What follows belongs to an exercise in optimizing a design on an open flow for small area and a short achievable clock period; a production flow would make more cautious choices.
Only the layout flow was run in this run; the RTL was not checked for function there.
Power figures rest on the tool's default switching activity, not on a simulated workload.

--- design.v ---
module cla(
		input  [3:0] A, B,
		input  CIN,
		output COUT,
		output [3:0] SUM,
		output [3:0] BAND,
		output [3:0] BXOR
	);
	wire [3:0] P, G; 
	assign P = A ^ B;
	assign G = A & B;
	wire [3:0] CARRY;
	assign CARRY[0] = G[0] | (P[0] & CIN);																															 
	assign CARRY[1] = G[1] | (P[1] & G[0]) | (P[1] & P[0] & CIN);																							 
	assign CARRY[2] = G[2] | (P[2] & G[1]) | (P[2] & P[1] & G[0]) | (P[2] & P[1] & P[0] & CIN);													 
	assign CARRY[3] = G[3] | (P[3] & G[2]) | (P[3] & P[2] & G[1]) | (P[3] & P[2] & P[1] & G[0]) | (P[3] & P[2] & P[1] & P[0] & CIN);  
	assign COUT  = CARRY[3];
	assign SUM = P ^ {CARRY[2:0], CIN};
	assign BXOR = P;
	assign BAND = G;
endmodule 
module cla_add(
		input  [3:0] A, B,
		input  CIN,
		output COUT,
		output [3:0] SUM
	);
	wire [3:0] P, G; 
	assign P = A ^ B;
	assign G = A & B;
	wire [3:0] CARRY;
	assign CARRY[0] = G[0] | (P[0] & CIN);																															 
	assign CARRY[1] = G[1] | (P[1] & G[0]) | (P[1] & P[0] & CIN);																							 
	assign CARRY[2] = G[2] | (P[2] & G[1]) | (P[2] & P[1] & G[0]) | (P[2] & P[1] & P[0] & CIN);													 
	assign CARRY[3] = G[3] | (P[3] & G[2]) | (P[3] & P[2] & G[1]) | (P[3] & P[2] & P[1] & G[0]) | (P[3] & P[2] & P[1] & P[0] & CIN);  
	assign COUT  = CARRY[3];
	assign SUM = P ^ {CARRY[2:0], CIN};
endmodule 
module cla32(
		input [31:0] A, B,
		input CIN,
		output OF,
		output [31:0] SUM, BAND, BXOR
	);
	wire [7:0] COUT;
	cla cla0(.A(A[3:0]  ), .B(B[3:0]), .CIN(CIN),     .COUT(COUT[0]), 
			   .SUM(SUM[3:0]  ), .BAND(BAND[3:0]  ), .BXOR(BXOR[3:0]  ));
	cla cla1(.A(A[7:4]  ), .B(B[7:4]), .CIN(COUT[0]), .COUT(COUT[1]), 
	         .SUM(SUM[7:4]  ), .BAND(BAND[7:4]  ), .BXOR(BXOR[7:4]  ));		
	cla cla2(.A(A[11:8] ), .B(B[11:8]), .CIN(COUT[1]), .COUT(COUT[2]), 
				.SUM(SUM[11:8] ), .BAND(BAND[11:8] ), .BXOR(BXOR[11:8] ));
	cla cla3(.A(A[15:12]), .B(B[15:12]), .CIN(COUT[2]), .COUT(COUT[3]), 
				.SUM(SUM[15:12]), .BAND(BAND[15:12]), .BXOR(BXOR[15:12]));
	cla cla4(.A(A[19:16]), .B(B[19:16]), .CIN(COUT[3]), .COUT(COUT[4]), 
				.SUM(SUM[19:16]), .BAND(BAND[19:16]), .BXOR(BXOR[19:16]));
	cla cla5(.A(A[23:20]), .B(B[23:20]), .CIN(COUT[4]), .COUT(COUT[5]), 
				.SUM(SUM[23:20]), .BAND(BAND[23:20]), .BXOR(BXOR[23:20]));
	cla cla6(.A(A[27:24]), .B(B[27:24]), .CIN(COUT[5]), .COUT(COUT[6]), 
				.SUM(SUM[27:24]), .BAND(BAND[27:24]), .BXOR(BXOR[27:24]));
	cla cla7(.A(A[31:28]), .B(B[31:28]), .CIN(COUT[6]), .COUT(COUT[7]), 
				.SUM(SUM[31:28]), .BAND(BAND[31:28]), .BXOR(BXOR[31:28]));
	assign OF = COUT[7];
endmodule 
module add(
		input [31:0] A, B,
		input CIN,
		output OF,
		output [31:0] SUM
	);
	wire [7:0] COUT;
	cla_add cla0(.A(A[3:0]  ), .B(B[3:0]), .CIN(CIN),     .COUT(COUT[0]), 
			   .SUM(SUM[3:0]  ));
	cla_add cla1(.A(A[7:4]  ), .B(B[7:4]), .CIN(COUT[0]), .COUT(COUT[1]), 
	         .SUM(SUM[7:4]  ));		
	cla_add cla2(.A(A[11:8] ), .B(B[11:8]), .CIN(COUT[1]), .COUT(COUT[2]), 
				.SUM(SUM[11:8] ));
	cla_add cla3(.A(A[15:12]), .B(B[15:12]), .CIN(COUT[2]), .COUT(COUT[3]), 
				.SUM(SUM[15:12]));
	cla_add cla4(.A(A[19:16]), .B(B[19:16]), .CIN(COUT[3]), .COUT(COUT[4]), 
				.SUM(SUM[19:16]));
	cla_add cla5(.A(A[23:20]), .B(B[23:20]), .CIN(COUT[4]), .COUT(COUT[5]), 
				.SUM(SUM[23:20]));
	cla_add cla6(.A(A[27:24]), .B(B[27:24]), .CIN(COUT[5]), .COUT(COUT[6]), 
				.SUM(SUM[27:24]));
	cla_add cla7(.A(A[31:28]), .B(B[31:28]), .CIN(COUT[6]), .COUT(COUT[7]), 
				.SUM(SUM[31:28]));
	assign OF = COUT[7];
endmodule 
`timescale 1ns / 1ps
module alu(
		input  [31:0] A, B,
		input  [3:0]  CTRL,
		input  [3:0]  BRANCHCONDITION,
		output reg [31:0] OUT,
		output reg BRANCHFLAG
	);
	reg  [31:0] A_ALU, B_ALU;
	wire [31:0] SUM, BAND, BXOR;
	reg   CIN;
	cla32 cla32_0(.A(A_ALU),  .B(B_ALU^{32{CIN}}),  .CIN(CIN),  .OF(),  .SUM(SUM),  .BAND(BAND),  .BXOR(BXOR));
	parameter ADD = 4'b0000,  SUB = 4'b0001,  SLL = 4'b0010, 
				 SRL = 4'b0011,  SRA = 4'b0100,  AND = 4'b0101,
				 OR  = 4'b0110,  XOR = 4'b0111,  SLT = 4'b1000, 
				 SLTU = 4'b1001;
	parameter BEQ = 4'b1000, BNE = 4'b1001, BLT = 4'b1100,
				 BGE = 4'b1101, BLTU= 4'b1110, BGEU= 4'b1111,
				 JMP = 4'b1010; 
	always@(*) begin
		case (CTRL)
			ADD: 
				begin 
					CIN <= 1'b0;  
					A_ALU <= A;     
					B_ALU <= B;     
					OUT <= SUM;     
				end
			SUB: 
				begin 
					CIN <= 1'b1;  
					A_ALU <= A;     
					B_ALU <= B;     
					OUT <= SUM;	    
				end
			AND: 
				begin 
					CIN <= 1'b0;  
					A_ALU <= A;     
					B_ALU <= B;	   
					OUT <= BAND;    
				end	
			OR:  
				begin 
					CIN <= 1'b0;  
					A_ALU <= A;     
					B_ALU <= B;     
					OUT <= A|B;     
				end
			XOR: 
				begin 
					CIN <= 1'b0;  
					A_ALU <= A;     
					B_ALU <= B;     
					OUT <= BXOR;    
				end
			SLL: 
				begin 
					CIN <= 1'b0;  
					A_ALU <= A; 
					B_ALU <= B;	
					OUT <= A << B;  
				end
			SRL: 
				begin 
					CIN <= 1'b0;  
					A_ALU <= A; 
					B_ALU <= B; 
					OUT <= A >> B;  
				end
			SRA: 
				begin 
					CIN <= 1'b0;  
					A_ALU <= A; 
					B_ALU <= B; 
					OUT <= $signed(A) >>> B; 
				end
			SLT: 
				begin 
					CIN <= 1'b1;  
					A_ALU <= A;     
					B_ALU <= B;     
					OUT <= {31'b0, SUM[31]}; 
				end
			SLTU:
				begin 
					CIN <= 1'b0;  
					A_ALU <= A; 
					B_ALU <= B; 
					OUT <= (A < B) ? 32'b1 : 32'b0; 
				end
			default:	
				begin	
					A_ALU <= A; 
					B_ALU <= B; 
					CIN	<= 1'b0; 
					OUT <= SUM;
				end
		endcase
		case(BRANCHCONDITION)
			BEQ:
				BRANCHFLAG <= ~|{SUM};
			BNE:
				BRANCHFLAG <= |{SUM};
			BLT:
				BRANCHFLAG <= OUT[0];
			BGE:
				BRANCHFLAG <= ~OUT[0];
			BLTU:
				BRANCHFLAG <= OUT[0];
			BGEU:
				BRANCHFLAG <= ~OUT[0];
			JMP:
				BRANCHFLAG <= 1'b1;
			default:
				BRANCHFLAG <= 1'b0;
		endcase
	end
endmodule 
module alu_ctrl(
		input [1:0] ALUOp,
		input [2:0] FUNC3,
		input FUNC7, IMMFLAG,
		output reg [3:0] ALUCTRL,
		output reg [3:0] BRANCHCONDITION
	);
	parameter ADD = 4'b0000,  SUB = 4'b0001,  SLL = 4'b0010, 
				 SRL = 4'b0011,  SRA = 4'b0100,  AND = 4'b0101,
				 OR  = 4'b0110,  XOR = 4'b0111,  SLT = 4'b1000, 
				 SLTU = 4'b1001;
	always@(*) begin
		if (ALUOp == 2'b10) begin	 
			case (FUNC3)
				3'b000:
					begin
						if (FUNC7 && ~IMMFLAG)
							ALUCTRL <= SUB;
						else
							ALUCTRL <= ADD;
					end
				3'b001:
					ALUCTRL <= SLL;
				3'b010:
					ALUCTRL <= SLT;
				3'b011:
					ALUCTRL <= SLTU;
				3'b100:
					ALUCTRL <= XOR;
				3'b101:
					begin
						if (~FUNC7) 
							ALUCTRL <= SRL;
						else 
							ALUCTRL <= SRA;
					end
				3'b110:
					ALUCTRL <= OR;
				3'b111:
					ALUCTRL <= AND;
				default:
					ALUCTRL <= ADD;
			endcase		
		end else if (ALUOp == 2'b00) begin
			ALUCTRL <= ADD;
		end else if (ALUOp == 2'b01) begin
			case(FUNC3[2:1])
				2'b00:
					ALUCTRL <= SUB;
				2'b10:
					ALUCTRL <= SLT;
				2'b11:
					ALUCTRL <= SLTU;
				default:
					ALUCTRL <= ADD;
			endcase
		end else begin
			ALUCTRL <= ADD;
		end
		if (ALUOp == 2'b01) begin
			BRANCHCONDITION <= {1'b1,FUNC3};
		end else if (ALUOp == 2'b11) begin
			BRANCHCONDITION <= 4'b1010;
		end else begin
			BRANCHCONDITION <= 4'b0000;
		end
	end	
endmodule 
`timescale 1ns / 1ps
module Control_Unit(
    input [31:0] instruction,   
	 input clk,
	 output reg MEMWRITE, ALUSRC, REGWRITE, IMMTOREG, STALLSIG,
	 output reg [1:0] ALUOP, BRANCH, REGWRITESEL
);
    always @(*) begin
        case (instruction[6:0])
            7'b0110011:  
					begin
						ALUSRC       <= 1'b0;
						IMMTOREG     <= 1'b0;
						STALLSIG		 <= 1'b0;
						REGWRITE     <= 1'b1;
						MEMWRITE     <= 1'b0;
						ALUOP        <= 2'b10;
						BRANCH       <= 2'b01;
						REGWRITESEL  <= 2'b00;
					end
            7'b0010011: 
					begin
						ALUSRC       <= 1'b1;
						IMMTOREG     <= 1'b0;
						STALLSIG		 <= 1'b0;
						REGWRITE     <= 1'b1;
						MEMWRITE     <= 1'b0;
						ALUOP        <= 2'b10;
						BRANCH       <= 2'b01;
						REGWRITESEL  <= 2'b00;
					end
            7'b0000011: 
					begin
						ALUSRC       <= 1'b1;
						IMMTOREG     <= 1'b1;
						STALLSIG		 <= 1'b1;
						REGWRITE     <= 1'b1;
						MEMWRITE     <= 1'b0;
						ALUOP        <= 2'b00;
						BRANCH       <= 2'b01;
						REGWRITESEL  <= 2'b01;
					end
            7'b1100111: 
					begin
						ALUSRC       <= 1'b1;
						IMMTOREG     <= 1'b0;
						STALLSIG		 <= 1'b0;
						REGWRITE     <= 1'b1;
						MEMWRITE     <= 1'b0;
						ALUOP        <= 2'b11;
						BRANCH       <= 2'b10;
						REGWRITESEL  <= 2'b10;
					end
            7'b0100011: 
					begin
						ALUSRC       <= 1'b1;
						IMMTOREG     <= 1'b0;
						STALLSIG		 <= 1'b0;
						REGWRITE     <= 1'b0;
						MEMWRITE     <= 1'b1;
						ALUOP        <= 2'b00;
						BRANCH       <= 2'b01;
						REGWRITESEL  <= 2'b00;
					end
            7'b1100011: 
					begin
						ALUSRC       <= 1'b0;
						IMMTOREG     <= 1'b0;
						STALLSIG		 <= 1'b0;
						REGWRITE     <= 1'b0;
						MEMWRITE     <= 1'b0;
						ALUOP        <= 2'b01;
						BRANCH       <= 2'b11;
						REGWRITESEL  <= 2'b00;
					end
            7'b0110111: 
					begin
						ALUSRC       <= 1'b1;
						IMMTOREG     <= 1'b1;
						STALLSIG		 <= 1'b0;
						REGWRITE     <= 1'b1;
						MEMWRITE     <= 1'b0;
						ALUOP        <= 2'b00;		 
						BRANCH       <= 2'b01;
						REGWRITESEL  <= 2'b00;		 
					end
            7'b0010111: 
					begin
						ALUSRC       <= 1'b1;
						IMMTOREG     <= 1'b0;
						STALLSIG		 <= 1'b0;
						REGWRITE     <= 1'b1;
						MEMWRITE     <= 1'b0;
						ALUOP        <= 2'b00;
						BRANCH       <= 2'b01;
						REGWRITESEL  <= 2'b11;
					end
            7'b1101111: 
					begin
						ALUSRC       <= 1'b1;
						IMMTOREG     <= 1'b0;
						STALLSIG		 <= 1'b0;
						REGWRITE     <= 1'b1;
						MEMWRITE     <= 1'b0;
						ALUOP        <= 2'b11;
						BRANCH       <= 2'b11;
						REGWRITESEL  <= 2'b10;
					end
            default: 
					begin
						ALUSRC       <= 1'b1;
						IMMTOREG     <= 1'b0;
						STALLSIG		 <= 1'b0;
						REGWRITE     <= 1'b0;
						MEMWRITE     <= 1'b0;
						ALUOP        <= 2'b00;
						BRANCH       <= 2'b01;
						REGWRITESEL  <= 2'b00;
					end
        endcase
    end
endmodule 
`timescale 1ns / 1ps
module datafwd(
		input [4:0] rs1, rs2, exerd, memrd, 
		input ctrl_alusrc, clk, E_REGWRITE, M_REGWRITE, E_MEMWRITE, M_MEMWRITE,
		output reg [1:0] rs1sel, rs2sel, ddatasel
	);
	always@(posedge clk) begin
		if ((rs1 == exerd) & (E_REGWRITE | E_MEMWRITE) & (rs1 != 5'b0))
			rs1sel <= 2'b01;
		else if ((rs1 == memrd) & (M_REGWRITE | M_MEMWRITE) & (rs1 != 5'b0))
			rs1sel <= 2'b10;
		else
			rs1sel <= 2'b00;
		if (ctrl_alusrc)
			rs2sel <= 2'b11;
		else if ((rs2 == exerd) & (E_REGWRITE | E_MEMWRITE) & (rs2 != 5'b0))
			rs2sel <= 2'b01;
		else if ((rs2 == memrd) & (M_REGWRITE | M_MEMWRITE) & (rs2 != 5'b0))
			rs2sel <= 2'b10;
		else
			rs2sel <= 2'b00;
		if ((rs2 == exerd) & (E_REGWRITE | E_MEMWRITE) & (rs2 != 5'b0))
			ddatasel <= 2'b01;
		else if ((rs2 == memrd) & (M_REGWRITE | M_MEMWRITE) & (rs2 != 5'b0))
			ddatasel <= 2'b10;
		else
			ddatasel <= 2'b00;
	end
endmodule 
`timescale 1ns / 1ps
module immediate_gen(
		input  [31:0] INSTRUCTION,
		output reg [31:0] IMMEDIATE_OUT
	);
	always@(*) begin
		case(INSTRUCTION[6:0])				
			7'b0110111:							 
				begin
					IMMEDIATE_OUT[31:12] <= INSTRUCTION[31:12];
					IMMEDIATE_OUT[11:0]  <= 12'b0;
				end
			7'b0010111:							 
				begin
					IMMEDIATE_OUT[31:11] <= {INSTRUCTION[31], INSTRUCTION[31:12]};
					IMMEDIATE_OUT[10:0]  <= 11'b0;
				end
			7'b1101111:							 
				begin
					IMMEDIATE_OUT[31:19] <= {13{INSTRUCTION[31]}};
					IMMEDIATE_OUT[18:11] <= INSTRUCTION[19:12];
					IMMEDIATE_OUT[10]    <= INSTRUCTION[20];
					IMMEDIATE_OUT[9:0]  <= INSTRUCTION[30:21];
				end
			7'b1100111:							 
				begin
					IMMEDIATE_OUT[31:12] <= {20{INSTRUCTION[31]}};
					IMMEDIATE_OUT[11:0]  <= INSTRUCTION[31:20];
				end
			7'b0010011:							 
				begin
					if ((INSTRUCTION[14:12] == 3'b001)|(INSTRUCTION[14:12] == 3'b101)) begin
						IMMEDIATE_OUT[31:5]  <= 27'b0;
						IMMEDIATE_OUT[4:0]   <= INSTRUCTION[24:20];
					end else begin
						IMMEDIATE_OUT[31:12] <= {20{INSTRUCTION[31]}};
						IMMEDIATE_OUT[11:0]  <= INSTRUCTION[31:20];
					end						
				end
			7'b0100011:		 
				begin
					IMMEDIATE_OUT[31:12] <= {20{INSTRUCTION[31]}};
					IMMEDIATE_OUT[11:5]  <= INSTRUCTION[31:25];
					IMMEDIATE_OUT[4:0]   <= INSTRUCTION[11:7];
				end
			7'b0000011:		 
				begin
					IMMEDIATE_OUT[31:12] <= {20{INSTRUCTION[31]}};
					IMMEDIATE_OUT[11:0]  <= INSTRUCTION[31:20];
				end
			7'b1100011:		 
				begin
					IMMEDIATE_OUT[31:12] <= {20{INSTRUCTION[31]}};
					IMMEDIATE_OUT[11]    <= INSTRUCTION[31];
					IMMEDIATE_OUT[10]    <= INSTRUCTION[7];
					IMMEDIATE_OUT[9:4]  <= INSTRUCTION[30:25];
					IMMEDIATE_OUT[3:0]   <= INSTRUCTION[11:8];
				end
			default:
				IMMEDIATE_OUT[31:0] <= 32'b0;
		endcase
	end
endmodule 
`timescale 1ns / 1ps
module Register_File(
    input [4:0] Read_reg01,  
    input [4:0] Read_reg02,  
    input [4:0] Write_reg,    
    input [31:0] Write_data,  
    output reg [31:0] Read_data01,
    output reg [31:0] Read_data02,
    input write_signal ,
    input clk
   );
    reg [31:0] registers [31:0]; 
    always @(*) begin
        Read_data01    = registers[Read_reg01];
        Read_data02    = registers[Read_reg02];
    end
    always @(negedge clk) begin
		registers[0] <= 32'b0;
        if (write_signal) begin
				if (Write_reg != 5'b0) 
					registers[Write_reg] <= Write_data;
        end
    end  
endmodule
`timescale 1ns / 1ps
module processor_main(
		input  clk, reset_n,                       
		input  [31:0] dmem_datain, 
		input  [31:0] imem_data,                   
		output [31:0] dmem_addr, dmem_dataout, PC,
		output dmem_rw, io_rw
   );
	reg [31:0] PFD_PC, PDE_PC, PEM_PC, PMW_PC, PFD_INST, PDE_IMM, PDE_RS1, PDE_RS2, PEM_RS2, PEM_PCADDIMM, PMW_PCADDIMM, PEM_ALUOUT, 
				  PEM_CALOUT, PMW_CALOUT, PMW_DOUT;				  
	reg [2:0] PDE_F3;
	reg PDE_F7, PDE_CTRL_MEMWRITE, PEM_CTRL_MEMWRITE, PDE_CTRL_REGWRITE, PEM_CTRL_REGWRITE, PMW_CTRL_REGWRITE, PDE_CTRL_ALUSRC, 
		 PDE_CRTL_IMMTOREG, PEM_BRANCHFLAG, PFD_TAKENFLAG, PDE_TAKENFLAG, PEM_TAKENFLAG;
	reg [1:0] PDE_CTRL_ALUOP, PDE_CTRL_BRANCH, PDE_CTRL_REGWRITESEL, PEM_CTRL_BRANCH, PEM_CTRL_REGWRITESEL, PMW_CTRL_REGWRITESEL;
	reg [4:0] PDE_RDA, PEM_RDA, PMW_RDA;
	wire STALL, PFD_FLUSH, PDE_FLUSH, TAKENFLAG;
	assign PC = PFD_PC;
	wire ALU_BRANCHFLAG, ALU_BRANCHFLAG_int;	
	assign ALU_BRANCHFLAG = (PEM_PC == 32'b0) ? 1'b0 : ALU_BRANCHFLAG_int;
   wire [31:0] next_instruction, PCADD4;     
   wire [31:0] inst;                 
	wire [31:0] data_rs1;
	wire [31:0] data_rs2, ALU_OUT, PCADDIMM;
	wire [31:0] REALBRANCH;
	assign REALBRANCH = ({(PDE_CTRL_BRANCH[1] & ALU_BRANCHFLAG), PDE_CTRL_BRANCH[0]} == 2'b00) ? PDE_PC :
							  ({(PDE_CTRL_BRANCH[1] & ALU_BRANCHFLAG), PDE_CTRL_BRANCH[0]} == 2'b01) ? PDE_PC :
							  ({(PDE_CTRL_BRANCH[1] & ALU_BRANCHFLAG), PDE_CTRL_BRANCH[0]} == 2'b10) ? ALU_OUT : PCADDIMM;
	add pcadd4(.A(PFD_PC), .B(32'd4), .CIN(1'b0), .OF(), .SUM(PCADD4));
	wire [31:0] NEXTPREDICTED;
	assign NEXTPREDICTED = PCADD4;	 
	assign TAKENFLAG = 1'b0;  
	assign next_instruction = (ALU_BRANCHFLAG ^ PDE_TAKENFLAG) ? REALBRANCH : NEXTPREDICTED;
	assign PFD_FLUSH = ALU_BRANCHFLAG ^ PDE_TAKENFLAG;
	assign PDE_FLUSH = ALU_BRANCHFLAG ^ PDE_TAKENFLAG;
   assign inst = imem_data;
	wire CTRL_MEMWRITE, CTRL_ALUSRC, CTRL_REGWRITE, CRTL_IMMTOREG;
	wire [1:0] CTRL_ALUOP, CTRL_BRANCH, CTRL_REGWRITESEL;
	Control_Unit cu(
		.instruction(PFD_INST),
		.clk(clk),
		.MEMWRITE(CTRL_MEMWRITE), 
		.ALUSRC(CTRL_ALUSRC), 
		.REGWRITE(CTRL_REGWRITE), 
		.IMMTOREG(CRTL_IMMTOREG),
		.STALLSIG(),
		.ALUOP(CTRL_ALUOP), 
		.BRANCH(CTRL_BRANCH), 
		.REGWRITESEL(CTRL_REGWRITESEL)
	);
	wire [31:0] REGWRITE_DATA;
	Register_File register(
		.Read_reg01(PFD_INST[19:15]),
		.Read_reg02(PFD_INST[24:20]),
		.Write_reg(PMW_RDA),
		.Write_data(REGWRITE_DATA),
		.Read_data01(data_rs1),
		.Read_data02(data_rs2),
		.write_signal(PMW_CTRL_REGWRITE),
		.clk(clk)
	);
	wire [31:0] IMM_EXT;  
	immediate_gen immgen(
		.INSTRUCTION(PFD_INST),
		.IMMEDIATE_OUT(IMM_EXT)		
	); 
	wire [3:0] ALU_OPCMD;
	wire [3:0] ALU_BRANCHCMD;
	wire [1:0] rs1sel, rs2sel, ddatasel;
	alu_ctrl aluctrl(
		.ALUOp(PDE_CTRL_ALUOP),
		.FUNC3(PDE_F3),
		.FUNC7(PDE_F7),
		.IMMFLAG(&{rs2sel}),  
		.ALUCTRL(ALU_OPCMD),
		.BRANCHCONDITION(ALU_BRANCHCMD)
	);
	datafwd fwd(
		.rs1(PFD_INST[19:15]), 
		.rs2(PFD_INST[24:20]), 
		.exerd(PDE_RDA), 
		.memrd(PEM_RDA), 
		.ctrl_alusrc(CTRL_ALUSRC),  
		.clk(clk),
		.E_REGWRITE(PDE_CTRL_REGWRITE), 
		.M_REGWRITE(PEM_CTRL_REGWRITE),
		.E_MEMWRITE(PDE_CTRL_MEMWRITE),
		.M_MEMWRITE(PEM_CTRL_MEMWRITE),
		.rs1sel(rs1sel), 
		.rs2sel(rs2sel),
		.ddatasel(ddatasel)
	);	
	wire [31:0] B_RS2_IMM;
	reg [31:0] ALU_A, ALU_B, E_RS2;
	always@(*) begin
		case (rs1sel)
			2'b00:
				ALU_A <= PDE_RS1;
			2'b01:
				ALU_A <= PEM_CALOUT;
			2'b10:
				ALU_A <= REGWRITE_DATA;
			2'b11:
				ALU_A <= PDE_RS1;
			default:
				ALU_A <= PDE_RS1;
		endcase
		case (rs2sel)
			2'b00:
				ALU_B <= PDE_RS2;
			2'b01:
				ALU_B <= PEM_CALOUT;
			2'b10:
				ALU_B <= REGWRITE_DATA;
			2'b11:
				ALU_B <= PDE_IMM;
			default:
				ALU_B <= PDE_RS2;
		endcase
		case (ddatasel)
			2'b00:
				E_RS2 <= PDE_RS2;
			2'b01:
				E_RS2 <= PEM_CALOUT;
			2'b10:
				E_RS2 <= REGWRITE_DATA;
			2'b11:
				E_RS2 <= PDE_RS2;
			default:
				E_RS2 <= PDE_RS2;
		endcase
	end
	alu alu(
		.A(ALU_A), 
		.B(ALU_B),
		.CTRL(ALU_OPCMD),
		.BRANCHCONDITION(ALU_BRANCHCMD),
		.OUT(ALU_OUT),
		.BRANCHFLAG(ALU_BRANCHFLAG_int)
	);
	wire [31:0] PCADDIMM_int;	
	add pcaddimm0(.A(PDE_PC), .B(PDE_IMM << 1), .CIN(1'b0), .OF(), .SUM(PCADDIMM_int));
	add pcaddimm1(.A(PCADDIMM_int), .B(~(32'd4)), .CIN(1'b1), .OF(), .SUM(PCADDIMM));
	wire [31:0] CAL_OUT;
	assign CAL_OUT = (PDE_CRTL_IMMTOREG == 1'b0) ? ALU_OUT : PDE_IMM;
	wire [31:0] DMEM_OUT;
	wire IOSEL;
	assign dmem_addr    = PEM_ALUOUT;
	assign dmem_dataout = PEM_RS2;
	assign DMEM_OUT     = dmem_datain;
	assign IOSEL = &{PEM_ALUOUT[31:2]};
	assign dmem_rw      = PEM_CTRL_MEMWRITE & ~IOSEL;
	assign io_rw        = PEM_CTRL_MEMWRITE & IOSEL;
	assign STALL = 1'b0;    
	assign REGWRITE_DATA = (PMW_CTRL_REGWRITESEL == 2'b00) ? PMW_CALOUT :
								  (PMW_CTRL_REGWRITESEL == 2'b01) ? PMW_DOUT : 
								  (PMW_CTRL_REGWRITESEL == 2'b10) ? PMW_PC : PMW_PCADDIMM;
	reg NEGEDGESTALL;
	always@(posedge clk or negedge reset_n) begin	
		if (~reset_n) begin
			PFD_PC   <= 32'b0;
			PFD_INST <= 32'b0;
			PFD_TAKENFLAG <= 1'b0;	
		end else	if (~STALL) begin
			if (PFD_FLUSH) begin
				PFD_PC   <= next_instruction;
				PFD_INST <= 32'b0;
				PFD_TAKENFLAG <= 1'b0;	
			end else begin
				PFD_PC   <= next_instruction;
				PFD_INST <= inst;
				PFD_TAKENFLAG <= TAKENFLAG;
			end
		end
	end
	always@(posedge clk or negedge reset_n) begin
		if (~reset_n) begin
			PDE_PC   <= 32'b0;
			PDE_F7   <= 1'b0;
			PDE_F3   <= 3'b0;
			PDE_IMM  <= 32'b0;
			PDE_RDA  <= 5'b0;
			PDE_RS1  <= 32'b0;
			PDE_RS2  <= 32'b0;
			PDE_TAKENFLAG		<= 1'b0;
			PDE_CTRL_REGWRITE <= 1'b0; 
			PDE_CTRL_MEMWRITE <= 1'b0; 
			PDE_CRTL_IMMTOREG <= 1'b0;			 
			PDE_CTRL_ALUOP    <= 1'b0;
			PDE_CTRL_BRANCH   <= 2'b01;
			PDE_CTRL_REGWRITESEL <= 2'b0;
		end else if (~STALL) begin
			if (PDE_FLUSH) begin
				PDE_PC   <= 32'b0;
				PDE_F7   <= 1'b0;
				PDE_F3   <= 3'b0;
				PDE_IMM  <= 32'b0;
				PDE_RDA  <= 5'b0;
				PDE_RS1  <= 32'b0;
				PDE_RS2  <= 32'b0;				
				PDE_TAKENFLAG		<= 1'b0;
				PDE_CTRL_REGWRITE <= 1'b0; 
				PDE_CTRL_MEMWRITE <= 1'b0; 
				PDE_CRTL_IMMTOREG <= 1'b0;			 
				PDE_CTRL_ALUOP    <= 1'b0;
				PDE_CTRL_BRANCH   <= 2'b01;
				PDE_CTRL_REGWRITESEL <= 2'b0;
			end else begin
				PDE_PC  <= PFD_PC;
				PDE_F7  <= PFD_INST[30];
				PDE_F3  <= PFD_INST[14:12];
				PDE_IMM <= IMM_EXT;
				PDE_RDA <= PFD_INST[11:7];
				PDE_RS1 <= data_rs1;
				PDE_RS2 <= data_rs2;
				PDE_TAKENFLAG <= PFD_TAKENFLAG;
				PDE_CTRL_REGWRITE <= CTRL_REGWRITE; 
				PDE_CTRL_MEMWRITE <= CTRL_MEMWRITE; 
				PDE_CRTL_IMMTOREG <= CRTL_IMMTOREG;			 
				PDE_CTRL_ALUOP    <= CTRL_ALUOP;				 
				PDE_CTRL_BRANCH   <= CTRL_BRANCH;	
				PDE_CTRL_REGWRITESEL <= CTRL_REGWRITESEL;
			end
		end
	end
	always@(posedge clk or negedge reset_n) begin
		if (~reset_n) begin
			PEM_PC      <= 32'b0;
			PEM_PCADDIMM <= 32'b0;
			PEM_RDA		<= 5'b0;
			PEM_ALUOUT  <= 32'b0;
			PEM_BRANCHFLAG <= 1'b0;
			PEM_RS2		<= 32'b0;
			PEM_CALOUT	<= 32'b0;
			PEM_TAKENFLAG <= 1'b0;
			PEM_CTRL_REGWRITE <= 1'b0;
			PEM_CTRL_MEMWRITE <= 1'b0;
			PEM_CTRL_BRANCH	<= 2'b01;
			PEM_CTRL_REGWRITESEL <= 2'b0;
		end else if (~STALL) begin
			PEM_PC      <= PDE_PC;
			PEM_PCADDIMM <= PCADDIMM;
			PEM_RDA		<= PDE_RDA;
			PEM_ALUOUT  <= ALU_OUT;
			PEM_BRANCHFLAG <= ALU_BRANCHFLAG;
			PEM_RS2		<= E_RS2;
			PEM_CALOUT	<= CAL_OUT;
			PEM_TAKENFLAG <= PDE_TAKENFLAG;
			PEM_CTRL_REGWRITE <= PDE_CTRL_REGWRITE;
			PEM_CTRL_MEMWRITE <= PDE_CTRL_MEMWRITE;
			PEM_CTRL_BRANCH	<= PDE_CTRL_BRANCH;
			PEM_CTRL_REGWRITESEL <= PDE_CTRL_REGWRITESEL;
		end
	end
	always@(posedge clk or negedge reset_n) begin
		if (~reset_n) begin
			PMW_PC       <= 32'b0;
			PMW_PCADDIMM <= 32'b0;
			PMW_RDA      <= 5'b0;
			PMW_CALOUT   <= 32'b0;
			PMW_DOUT     <= 32'b0;
			PMW_CTRL_REGWRITE <= 1'b0;
			PMW_CTRL_REGWRITESEL <= 2'b0;
		end else if (~STALL) begin
			PMW_PC       <= PEM_PC;
			PMW_PCADDIMM <= PEM_PCADDIMM;
			PMW_RDA      <= PEM_RDA;
			PMW_CALOUT   <= PEM_CALOUT;
			PMW_DOUT     <= DMEM_OUT;
			PMW_CTRL_REGWRITE <= PEM_CTRL_REGWRITE;
			PMW_CTRL_REGWRITESEL <= PEM_CTRL_REGWRITESEL;
		end		
	end								  
endmodule 
--- run.sh ---
#!/bin/bash
# synth_recipe.tcl (not shown) runs the flow's synth.tcl, then flattens the netlist and writes it again
# the make line also repeats each setting of config.mk as NAME=value (left out here)
make -C /OpenROAD-flow-scripts/flow DESIGN_CONFIG=/design/flow/config.mk WORK_HOME=/design/flow/orfs CLKGATE_MAP_FILE= SYNTH_SCRIPT=/design/flow/synth_recipe.tcl finish
--- config.mk ---
export PLATFORM = sky130hd
export DESIGN_NAME = processor_main
export DESIGN_NICKNAME = processor_main
export VERILOG_FILES = /design/flow/design.v
export SDC_FILE = /design/flow/constraint.sdc
export NUM_CORES = 4
export LEC_CHECK = 0
export CAP_MARGIN = 20
export CORE_MARGIN = 2
export CORE_UTILIZATION = 40
export SLEW_MARGIN = 20
--- constraint.sdc ---
create_clock -name core_clock -period 11.0 [get_ports {clk}]
set_input_delay 2.2000 -clock core_clock [delete_from_list [all_inputs] [get_ports {clk}]]
set_output_delay 2.2000 -clock core_clock [all_outputs]
set_load 0.01 [all_outputs]
==> flow_metrics.env <==
export IMPL_rows=161
export IMPL_die_y_um=445
export IMPL_dr_wl_met2_mm=146
export IMPL_htree_levels=4
export IMPL_crit_family="simple AND/OR/NAND/NOR gates"
export IMPL_synth_seq_cells=1543
export IMPL_seq_area_frac_synth_pct=55.8
export IMPL_overflow=0
export IMPL_fin_area_sq_mm=0.0932
export IMPL_route_met3_wl_mm=25.1
export IMPL_place_inst=7657
export IMPL_setup_tns_final_ps=0
export IMPL_cts_made_buffers=170
export IMPL_vias=55800
export IMPL_clk_pin_slew_ps=70
export IMPL_routed_via_density=6.20
export IMPL_largest_reg_flops=1024
export IMPL_syn_avg_cell_area_sq_um=15.2
export IMPL_slowest_stage="a221oi_1"
export IMPL_cts_hold_fix_buffers=0
export IMPL_cap_violations=0
export IMPL_clockPowerShare_pct=42.1
export IMPL_crit_buf_inv=5
export IMPL_cts_repair_resized=0
export IMPL_worstMarginPinSlew_ps=1210
export IMPL_layout_worst_path_cycle_share_pct=85.1
export IMPL_ys_types=102
export IMPL_drc_errors=0
export IMPL_required_ps=11690
export IMPL_coreArea_sq_mm=0.193
export IMPL_final_hold_viol_count=0
export IMPL_p_sw_mw=6.04
export IMPL_wl_met1_mm=118
export IMPL_worstPathArrival_ps=10050
export IMPL_grt_start_max_net_pins=145
export IMPL_portBuffers=163
export IMPL_cp_start_kind="flop"
export IMPL_grt_use_total_pct=30.9
export IMPL_antenna_found_initial=29
export IMPL_max_stage_delay_ps=620
export IMPL_initial_core_util_pct=40.3
export IMPL_p_comb_share_pct=17.8
export IMPL_die_width_um=445
export IMPL_skew_ps=76.8
export IMPL_io_pins=164
export IMPL_fin_nets=6555
export IMPL_drtPass1Iterations=14
export IMPL_min_path_type="reg2reg"
export IMPL_place_area_sq_mm=0.0832
export IMPL_routed_wl_mm=308
export IMPL_layout_min_cycle_time_ps=9360
export IMPL_grt_pass1_vias=57400
export IMPL_hold_ws_ps=340
export IMPL_cts_root_buf="clkbuf_16"
export IMPL_vdd_ir_drop_max_uv=159
export IMPL_highest_layer="met5"
export IMPL_syn2layout_area_growth_pct=19.8
export IMPL_finalSetupViolations=0
export IMPL_grt_pass1_wl_mm=427
export IMPL_power_density_mw_per_mm2=194
export IMPL_rsz0062_at_grt="false"
export IMPL_cts_setup_buffers=0
export IMPL_fill_cells=16800
export IMPL_place_congestion=1.02
export IMPL_crit_type="reg2reg"
export IMPL_p_leak_nw=37.4
export IMPL_drt_initial_drc_count=6525
export IMPL_synth_warnings=7
export IMPL_clk_latency_ps=850
export IMPL_seqPwrFrac_pct=40.2
export IMPL_end_kind="flop"
export IMPL_dieArea_sq_mm=0.198
export IMPL_syn_area_sq_mm=0.0778
export IMPL_syn_inst=5101
export IMPL_fin_cells=9013
export IMPL_drive_above_1_share_pct=21.2
export IMPL_ant_nets=0
export IMPL_cts_tree="done"
export IMPL_wl_per_cell_um=34.2
export IMPL_ctsLongestPathBuffers=3
export IMPL_clkSinkCount=1543
export IMPL_slew_headroom_pct=18.2
export IMPL_power_internal_mw=12.1
export IMPL_maxSlewViolCount=0
export IMPL_sw_frac_of_total_pct=33.4
export IMPL_total_power_mw=18.1
export IMPL_synth_flop_cell="edfxtp_1"
export IMPL_dp_hpwl_mm=211
export IMPL_synth_edf_count=992
export IMPL_top_register="register.registers"
export IMPL_max_freq_mhz=107
export IMPL_critPathMaxFanout=41
export IMPL_status="timing/DRC/antenna clean"
export IMPL_async_flop_share_pct=33.2
## Yosys cell counts, types with 64 or more instances
| cell type | number | area share [%] |
|---|---|---|
| mux2i_1 | 231 | 3.0 |
| inv_1 | 95 | 0.46 |
| clkbuf_1 | 246 | 1.2 |
| nor2_1 | 240 | 1.2 |
| dfrtp_1 | 512 | 16 |
| edfxtp_1 | 992 | 38 |
| mux4_2 | 674 | 20 |
| buf_1 | 64 | 0.31 |
| nand3_1 | 75 | 0.48 |
| xnor2_1 | 94 | 1.1 |
| nand2_1 | 248 | 1.2 |
| a22oi_1 | 77 | 0.74 |
| nor2b_1 | 96 | 0.77 |
| o21ai_0 | 160 | 1.0 |
| a21oi_1 | 151 | 0.97 |
| mux2_2 | 96 | 1.4 |
| ha_1 | 147 | 2.4 |
## cell type report
class	instances	area [sq um]	area share (%)
clock inverter	1148	5370	5.77
tap	2526	3160	3.39
multi-input combinational	3133	33000	35.4
inverter	99	372	0.399
clock buffer	191	4570	4.91
sequential	1543	43400	46.6
antenna	17	42.5	0.0457
timing repair buffer	356	3230	3.46
## path summary, 6_finish.rpt
| check | start | to | slack [ps] | cells past startpoint |
|---|---|---|---|---|
| hold reg to reg | PEM_PCADDIMM[19] | PMW_PCADDIMM[19] | 340 | 0 |
| max in group asynchronous | reset_n | PMW_PCADDIMM[7] | 7290 | 3 |
| setup reg to reg | PDE_F3[2] | PDE_RS1[7] | 1640 | 31 |
| min in group asynchronous | reset_n | PEM_CALOUT[10] | 1420 | 1 |
| hold / removal | PEM_PCADDIMM[19] | PMW_PCADDIMM[19] | 340 | 0 |
| setup / recovery | PDE_F3[2] | PDE_RS1[7] | 1640 | 31 |
## per-layer routing
metal  vias up  global-route usage [%]
li1      22900                       -
met1     29200                    38.8
met2      3081                    48.4
met3       686                    7.63
met4         8                    18.5
met5         -                       0
## per-stage QoR
step | setup WS, ps | utilization (%)
after global placement | 2010 | 43.1
final | 1640 | 48.3
after detailed placement | 1870 | 43.1
after global routing | 1080 | 48.3
after CTS | 1860 | 48.3
after floorplan | 2760 | -
## logic make-up (layout without fill, tap and decap cells)
group           Yosys count  count (layout)  share of synthesized area, %
compound gates          821             821                          7.32
xor+xnor                127             127                          1.45
fa+ha+maj               162             162                          2.75
buf+inv                 456            1794                          2.38
flops                  1543            1543                          55.8
mux                    1001            1001                          23.9
other cells               1              49                       0.00482
simple gates            990             990                          6.42
## cell usage in the layout (no fill, tap or decap), types with 162 or more instances in the layout
cell / instances
buf_4: 180
clkbuf_16: 177
clkdlybuf4s50_1: 162
dfrtp_1: 500
edfxtp_1: 992
inv_1: 1139
mux2i_1: 228
mux4_2: 674
nand2_1: 247
nor2_1: 206
## power groups by stage
stage          sequential, mW  combinational, mW  clock (mW)
4_1_cts                  7.27               3.16        7.78
3_5_place_dp             7.35               3.15       0.551
2_1_floorplan            7.13               1.65       0.551
3_3_place_gp             7.35               3.14       0.551
5_1_grt                  7.29               3.34        8.31
6_report                 7.28               3.22        7.62
